Context: an optimization exercise on an open-source flow, tuned for small area. The choices shown serve that exercise and are no tape-out recipe.
Only simulation tests tie the RTL to the original design; equivalence was not proved.
The clock port is modelled as an ideal driver; clocking choices that lean on that would not hold on a real chip.
No activity file was given, so power comes from the tool's default toggle rates.

Design top_module, start of the top module:
module top_module (
    input clk,
    input reset,
    input rx,
    output trigger,
    input echo,
    output tx,
    output [7:0] seg,
    output [3:0] an
);
    wire baud_tick;
    wire us_tick;
    wire us_wrap;
    wire rx_trigger;
    wire echo_done;
    wire [10:0] distance;    
    wire [10:0] msg_dist;
    wire fifo_empty;
    wire [4:0] rptr;
    wire tx_take;
    baud_tick_gen TICK_GEN (
        .clk(clk), .reset(reset), .baud_tick(baud_tick)
    );
    uart_rx UART_RX (
        .clk(clk), .reset(reset), .tick(baud_tick), .rx(rx),
        .rx_trigger(rx_trigger)
    );
    tick_gen TICK_1US (
        .clk(clk), .reset(reset), .tick(us_tick), .wrap(us_wrap)
    );
    ultrasonic_sensor U_ultrasonic_sensor (
        .clk(clk), .reset(reset), .tick(us_tick),
        .start_trigger(rx_trigger), .trigger(trigger), .echo(echo),
        .distance(distance), .echo_done(echo_done)
    );
    fnd_controller U_fnd_controller (
        .clk(clk), .reset(reset), .wrap(us_wrap), .number(distance),
        .seg(seg), .an(an)
    );
    uart_distance_sender U_MSG (
        .clk(clk), .reset(reset), .distance(distance),
        .distance_valid(echo_done), .rd(tx_take),
        .msg_dist(msg_dist), .q(rptr), .empty(fifo_empty)
    );
    uart_tx UART_TX (
        .clk(clk), .reset(reset), .tick(baud_tick),
        .start_trigger(~fifo_empty), .slot(rptr), .msg_dist(msg_dist),
        .o_tx(tx), .o_take(tx_take)
    );
endmodule
Settings: LEC_CHECK=0, CAP_MARGIN=20, CORE_MARGIN=2, CORE_UTILIZATION=75, GPL_TIMING_DRIVEN=0, SLEW_MARGIN=20; clock period 15.0 ns.
standard.sh (not shown) runs the stock make flow with config.mk's settings and CLKGATE_MAP_FILE= SYNTH_SCRIPT=/design/flow/synth_recipe.tcl, a recipe that flattens the netlist after the stock synthesis.
==> flow/flow/run.sh <==
#!/bin/bash
# Layout flow: the standard ORFS flow (standard.sh) with three changes
# that only affect how the layout is built:
#  - synthesis maps the combinational logic with an area-oriented ABC
#    script (flow/abc_area.script); registers are mapped exactly as in the
#    standard synthesis, before ABC runs
#  - ports are buffered with the smallest buffer cell
#  - the clock tree is built by flow/clock_tree.tcl: the clock port drives
#    four clkbuf_16, each feeding the registers of one placement cluster
# Each tool's full output is in the ORFS logs under orfs/logs and in
# flow_make.log.
set -euo pipefail
cp -r "$FLOW_HOME/scripts" "$PWD/scripts"
cp flow/abc_area.script scripts/abc_speed.script
bash standard.sh SCRIPTS_DIR="$PWD/scripts" \
  "BUFFER_PORTS_ARGS=-buffer_cell sky130_fd_sc_hd__buf_1" \
  "CTS_ARGS=-repair_clock_nets -dont_use_dummy_load" \
  PRE_CTS_TCL="$PWD/flow/clock_tree.tcl" \
  finish > flow_make.log 2>&1
==> flow/flow/clock_tree.tcl <==
# Clock tree: the clock port drives four clkbuf_16 directly, each feeding
# the clock sinks of one cluster (k-means on the placed sink positions).
set nb 4
set cell sky130_fd_sc_hd__buf_12
set block [ord::get_db_block]
set clk_net [$block findNet clk]
set master [[ord::get_db] findMaster $cell]
set pts {}
foreach it [$clk_net getITerms] {
  set b [[$it getInst] getBBox]
  lappend pts [list $it [expr {([$b xMin] + [$b xMax]) / 2}] [expr {([$b yMin] + [$b yMax]) / 2}]]
}
# k-means on sink positions
set n [llength $pts]
set cent {}
set sorted [lsort -real -index 1 $pts]
for {set k 0} {$k < $nb} {incr k} {
  set p [lindex $sorted [expr {int(($k + 0.5) * $n / $nb)}]]
  lappend cent [list [lindex $p 1] [lindex $p 2]]
}
for {set iter 0} {$iter < 50} {incr iter} {
  set asg {}
  foreach p $pts {
    set best 0; set bd 1e30
    for {set k 0} {$k < $nb} {incr k} {
      set c [lindex $cent $k]
      set d [expr {abs([lindex $p 1] - [lindex $c 0]) + abs([lindex $p 2] - [lindex $c 1])}]
      if {$d < $bd} {set bd $d; set best $k}
    }
    lappend asg $best
  }
  set newc {}
  for {set k 0} {$k < $nb} {incr k} {
    set sx 0; set sy 0; set m 0
    foreach p $pts a $asg { if {$a == $k} { set sx [expr {$sx + [lindex $p 1]}]; set sy [expr {$sy + [lindex $p 2]}]; incr m } }
    if {$m > 0} { lappend newc [list [expr {$sx / $m}] [expr {$sy / $m}]] } else { lappend newc [lindex $cent $k] }
  }
  set cent $newc
}
for {set k 0} {$k < $nb} {incr k} {
  set buf [odb::dbInst_create $block $master clkbuf_leaf_$k]
  set leaf [odb::dbNet_create $block clknet_leaf_$k]
  $leaf setSigType CLOCK
  set m 0
  foreach p $pts a $asg {
    if {$a == $k} { set it [lindex $p 0]; $it disconnect; $it connect $leaf; incr m }
  }
  [$buf findITerm A] connect $clk_net
  [$buf findITerm X] connect $leaf
  set c [lindex $cent $k]
  $buf setLocation [expr {int([lindex $c 0])}] [expr {int([lindex $c 1])}]
  $buf setPlacementStatus PLACED
  puts "clkbuf_leaf_$k drives $m sinks"
  lappend skip clknet_leaf_$k
}
detailed_placement
set_cts_config -skip_nets [concat clk $skip]
Other scripts of this flow, unchanged in this note and not shown: flow/flow/abc_area.script
Edit:
--- a/flow/flow/run.sh
+++ b/flow/flow/run.sh
@@ -7,5 +7,5 @@
 #  - ports are buffered with the smallest buffer cell
 #  - the clock tree is built by flow/clock_tree.tcl: the clock port drives
-#    four clkbuf_16, each feeding the registers of one placement cluster
+#    four buf_12, each feeding the registers of one placement cluster
 # Each tool's full output is in the ORFS logs under orfs/logs and in
 # flow_make.log.
--- a/flow/flow/clock_tree.tcl
+++ b/flow/flow/clock_tree.tcl
@@ -1,3 +1,3 @@
-# Clock tree: the clock port drives four clkbuf_16 directly, each feeding
+# Clock tree: the clock port drives four buf_12 directly, each feeding
 # the clock sinks of one cluster (k-means on the placed sink positions).
 set nb 4
Outcome: The changed run went through all stages and came out clean; clock power is about the same; worst hold slack stays the same; cell area stays the same; routed wire length is unchanged; first-iteration DRC count stays the same; worst setup slack does not change; maximum frequency stays the same; critical path depth is unchanged.

afterwards: timing with drivers on the ports:
In the flow no input, the clock included, has a driving cell. The finished layouts below were timed again as built, in two steps. Step 1 sets driving cells, clkbuf_16 on the clock port and buf_2 on the other inputs (assumed; they add their load-dependent delay and slew). Step 2, shift: input delay + t, output delay - t, t = (earliest + latest rising clock arrival at the registers) / 2. This alone moves slack from input paths to output paths. Three values: ideal ports, drivers, drivers and shift; two values: the first two.
run	shift t [ns]	setup slack, ns	clock arrival spread, ns
the first run	0.207	9.640 / 9.557 / 9.764	0.020 / 0.020
the second run	0.207	9.640 / 9.557 / 9.764	0.020 / 0.020
After both steps every run listed still meets setup and hold.
